What follows belongs to an exercise in optimizing a design on an open flow for small area, a short achievable clock period and few clock cycles; a production flow would make more cautious choices. Function was checked by simulation only, so behaviour that the tests miss may differ from the original.

Design Dual_mode_neuron, start of the top module:
module Dual_mode_neuron (
    input wire clk,
    input wire rstn,
    input wire mode,     
    input wire signed [26 : 0] i_in,    
    output wire signed [26 : 0] v,
    output reg signed [26:0] h_0,
    output reg done
);
Size in the first run: roughly 1200 flip-flops, ~85 I/O pins, about 110000 um^2 of cells after synthesis.
make LEC_CHECK=0 ABC_AREA=1 CAP_MARGIN=30 CORE_MARGIN=2 CORE_UTILIZATION=40 PLACE_DENSITY=0.75 SETUP_SLACK_MARGIN=5 SLEW_MARGIN=30 finish   # period 11.0 ns
run.sh (not shown) runs the stock make flow with config.mk's settings and CLKGATE_MAP_FILE= SYNTH_SCRIPT=/design/flow/synth_recipe.tcl, a recipe that flattens the netlist after the stock synthesis.
The starting point produced a clean layout.
Testbench counts at the start, summed over its fixed seeds: cycles 489,012.
Rerun with:
--- a/flow/config.mk
+++ b/flow/config.mk
@@ -6,9 +6,8 @@
 export NUM_CORES = 8
 export LEC_CHECK = 0
-export ABC_AREA = 1
 export CAP_MARGIN = 30
 export CORE_MARGIN = 2
 export CORE_UTILIZATION = 40
 export PLACE_DENSITY = 0.75
-export SETUP_SLACK_MARGIN = 5
+export SETUP_SLACK_MARGIN = 3.5
 export SLEW_MARGIN = 30
Die area decreases by 3.3%.
Clock skew went up by 0.010 ns.
Worst setup slack got worse by 0.75 ns.
Clock-buffer cell count drops by 17.
First-iteration DRC count goes down by 7.1%.
Via count is lower by 14%.
Final area goes down by 12%.
Rerun with:
--- a/flow/config.mk
+++ b/flow/config.mk
@@ -6,8 +6,9 @@
 export NUM_CORES = 8
 export LEC_CHECK = 0
+export ABC_AREA = 1
 export CAP_MARGIN = 30
 export CORE_MARGIN = 2
 export CORE_UTILIZATION = 40
-export PLACE_DENSITY = 0.75
-export SETUP_SLACK_MARGIN = 3.5
+export PLACE_DENSITY = 0.45
+export SETUP_SLACK_MARGIN = 4
 export SLEW_MARGIN = 30
Outcome: Worst setup slack gets better by 0.56 ns; first-iteration DRC count is lower by 14%; final area went up by 3.9%; core utilization came out higher by 0.26 points; die area is higher by 3.4%.


v5:
Starting RTL as in the previous note.
Settings: LEC_CHECK=0, ABC_AREA=1, CAP_MARGIN=30, CORE_MARGIN=2, CORE_UTILIZATION=40, PLACE_DENSITY=0.65, SETUP_SLACK_MARGIN=4.25, SLEW_MARGIN=30; clock period 11.0 ns.
v5 finished all stages; the layout is clean.
Testbench counts of v5, summed over its fixed seeds: cycles 489,012.
Input-level comparison between v59 and v5:
Settings: SETUP_SLACK_MARGIN: 4.25 -> 3.5.
## What came out
Diff v5 -> v59 | non-clock buffer count | down by more than a quarter. The lower via count of the routed design of v59 and v5 is in v59. When v59 is set beside v5, its register fraction of the total cell area turns out to be 0.79 points larger. Going from v5 to v59, final critical-path share of the clock period up 3.1 points, detailed-route wire length per cell up about 1%, post-layout worst setup margin down 340 ps. Status | v59 and v5 | clean. | number of nets in the layout | lower: v59 |. The lower register-to-register slack came out of v59. v59 vs v5, instance count: v59 lower.
Relative to v59, the following input files were edited for v36:
Settings: swapping 0.65 for 0.75 in PLACE_DENSITY; swapping 3.5 for 4 in SETUP_SLACK_MARGIN.
--- outcome ---
Measured against each other, v59 and v36 differ in detailed route wirelength on metal3, the lower figure coming from v59. Per the comparison of v36 with v59, fmax saw an increase.
Setup changes, v36 to v20
Settings: SETUP_SLACK_MARGIN changed from 4 to 3.5.
Results
v20 reports its endpoint of the worst setup timing path as pr1[28]$_DFF_P_ while v36 reports pr1[20]$_DFF_P_. As of v20, mean routed wirelength per cell had fallen by a few percent compared to v36. Higher total of plain and repair buffers excluding clock buffers was reported by v36, not v20. Looking at category of the critical setup timing path, the register to register result is from v36; the input port to register one comes from v20.


try-amber:
Dual_mode_neuron again, from the RTL that the note above started with.
## Dual_mode_neuron
module Dual_mode_neuron (
    input wire clk,
    input wire rstn,
    input wire mode,     
    input wire signed [26 : 0] i_in,    
    output wire signed [26 : 0] v,
    output reg signed [26:0] h_0,
    output reg done
);
function [26:0] ext;     
    input [22:0] c;
    ext = {{2{c[22]}}, c[21:0], {3{c[22]}}};
endfunction
reg  signed [26:0] Vm, m_0, n_0;      
reg  signed [26:0] ACC;              
reg         [20:0] TAH;              
reg                aflag;            
reg                pflag;            
reg                vflag;            
reg                bflag;            
reg  signed [26:0] ma, mb;
reg         [2:0]  mtag;             
reg         [44:0] pr0, pr1, pr2;
reg                psg;
reg                t1, t2, t4, t5;   
reg  signed [26:0] MO_X, MO_M, MO_N, MO_H;
reg                mvM, mvN, mvH;
wire [44:0] pr0_n, pr1_n, pr2_n;
mul27_cs3 mul (.a(ma), .b(mb), .r0(pr0_n), .e1r(pr1_n), .e2r(pr2_n));
wire [44:0] psum = pr0 + pr1 + pr2;
wire signed [26:0] mres = {psg, psum[44:19]};
always @(posedge clk) begin
    pr0 <= pr0_n;
    pr1 <= pr1_n;
    pr2 <= pr2_n;
    psg <= (ma != 27'sd0) & (mb != 27'sd0) & (ma[26] ^ mb[26]);
    if (t1) MO_X <= mres;
    if (t2) MO_M <= mres;
    if (t4) MO_N <= mres;
    if (t5) MO_H <= mres;
    if (gN && pcN == YK2) MO_N <= {PN[26], nsum[25:0]};
    if (gH && pcH == HV1) MO_H <= {PH[26], bsum[25:0]};
end
  ...
clock: 11.0 ns
lec_check: 0
abc_area: 1
cap_margin: 30
core_margin: 2
core_utilization: 40
place_density: 0.55
setup_slack_margin: 3.75
slew_margin: 30
Testbench counts of try-amber, summed over its fixed seeds: cycles 489,012.
For try-indigo, these inputs were changed with respect to try-amber:
Settings: swapping 0.55 for 0.75 in PLACE_DENSITY; swapping 40 for 47 in CORE_UTILIZATION; swapping 3.75 for 4 in SETUP_SLACK_MARGIN.
[summary]
- try-indigo against try-amber: final critical delay including setup and external delays fell 0.19 ns, met3 wire length picked up an extra 21%, wire length of the first global-routing pass went down by about 7%, final area closely matched the old numbers.
For try-willow, these inputs were changed with respect to try-indigo:
Settings: CORE_UTILIZATION: 47 -> 40; PLACE_DENSITY: 0.75 -> 0.55.
--- outcome ---
[try-willow] data arrival time at the worst-slack endpoint fell 0.10 ns relative to try-indigo
The run showing the smaller worst hold slack is try-indigo.
Modified inputs, try-ember compared to try-willow
Settings: a change of PLACE_DENSITY from 0.55 to 0.65.
## What came out
- Between try-ember and try-willow, the difference in synthesized area is negligible.
- try-ember and try-willow ended up with nearly the same final cell area excluding filler cells.
- Minimum period implied by the final worst setup slack (higher): try-willow
- Comparing fraction of final layout cells with drive strength greater than 1 for try-ember and try-willow, the bigger number came from try-willow.
- Changes observed in try-ember relative to try-willow: number of post-CTS setup repair buffers -about 7%.
- sky130_fd_sc_hd__nor4_1 as the cell with the largest stage delay on the worst path was reported by try-ember, and sky130_fd_sc_hd__nor3_1 by try-willow.

what the ideal ports hide:
The flow's constraints put no driver on any port. The routed layouts listed below were extracted and timed again, unchanged, in two steps. Step 1 assumes that a clkbuf_16 drives the clock port and a buf_2 every other input. Step 2 moves the port delays by t, midway between the first and last clock arrival at a register: inputs arrive t later, outputs are due t later. That takes back most of the time a late clock gives input paths. Three values: ideal, step 1, step 2; two values: the first two.
run | t, ns | slack for setup (ns) | hold WS [ns] | slew at the worst register clock pin (ns)
the first run of note 1 | 0.977 | 4.084 / 4.084 / 3.650 | 0.418 / 0.418 / 0.418 | 0.08 / 0.08
the second run of note 1 | 0.960 | 3.337 / 3.337 / 2.590 | 0.429 / 0.429 / 0.429 | 0.07 / 0.07
the third run of note 1 | 0.988 | 3.900 / 3.900 / 3.053 | 0.433 / 0.433 / 0.433 | 0.08 / 0.08
v5 | 0.957 | 3.860 / 3.860 / 3.274 | 0.437 / 0.437 / 0.437 | 0.07 / 0.07
v59 | 0.966 | 3.518 / 3.523 / 2.618 | 0.421 / 0.421 / 0.421 | 0.08 / 0.08
v36 | 0.972 | 3.902 / 3.902 / 3.006 | 0.444 / 0.444 / 0.444 | 0.07 / 0.07
v20 | 0.966 | 3.442 / 3.474 / 2.548 | 0.460 / 0.460 / 0.460 | 0.07 / 0.07
try-amber | 0.971 | 3.711 / 3.742 / 2.829 | 0.426 / 0.426 / 0.426 | 0.08 / 0.08
try-indigo | 0.958 | 3.901 / 3.901 / 3.062 | 0.419 / 0.419 / 0.419 | 0.07 / 0.07
try-willow | 0.962 | 4.009 / 4.023 / 3.111 | 0.431 / 0.431 / 0.431 | 0.07 / 0.07
try-ember | 0.957 | 4.013 / 4.037 / 3.132 | 0.412 / 0.412 / 0.412 | 0.07 / 0.07
After both steps every run listed still meets setup and hold. For v59, which loses most, drivers alone change the setup slack by +0.005 ns; drivers and shift together by -0.900 ns.
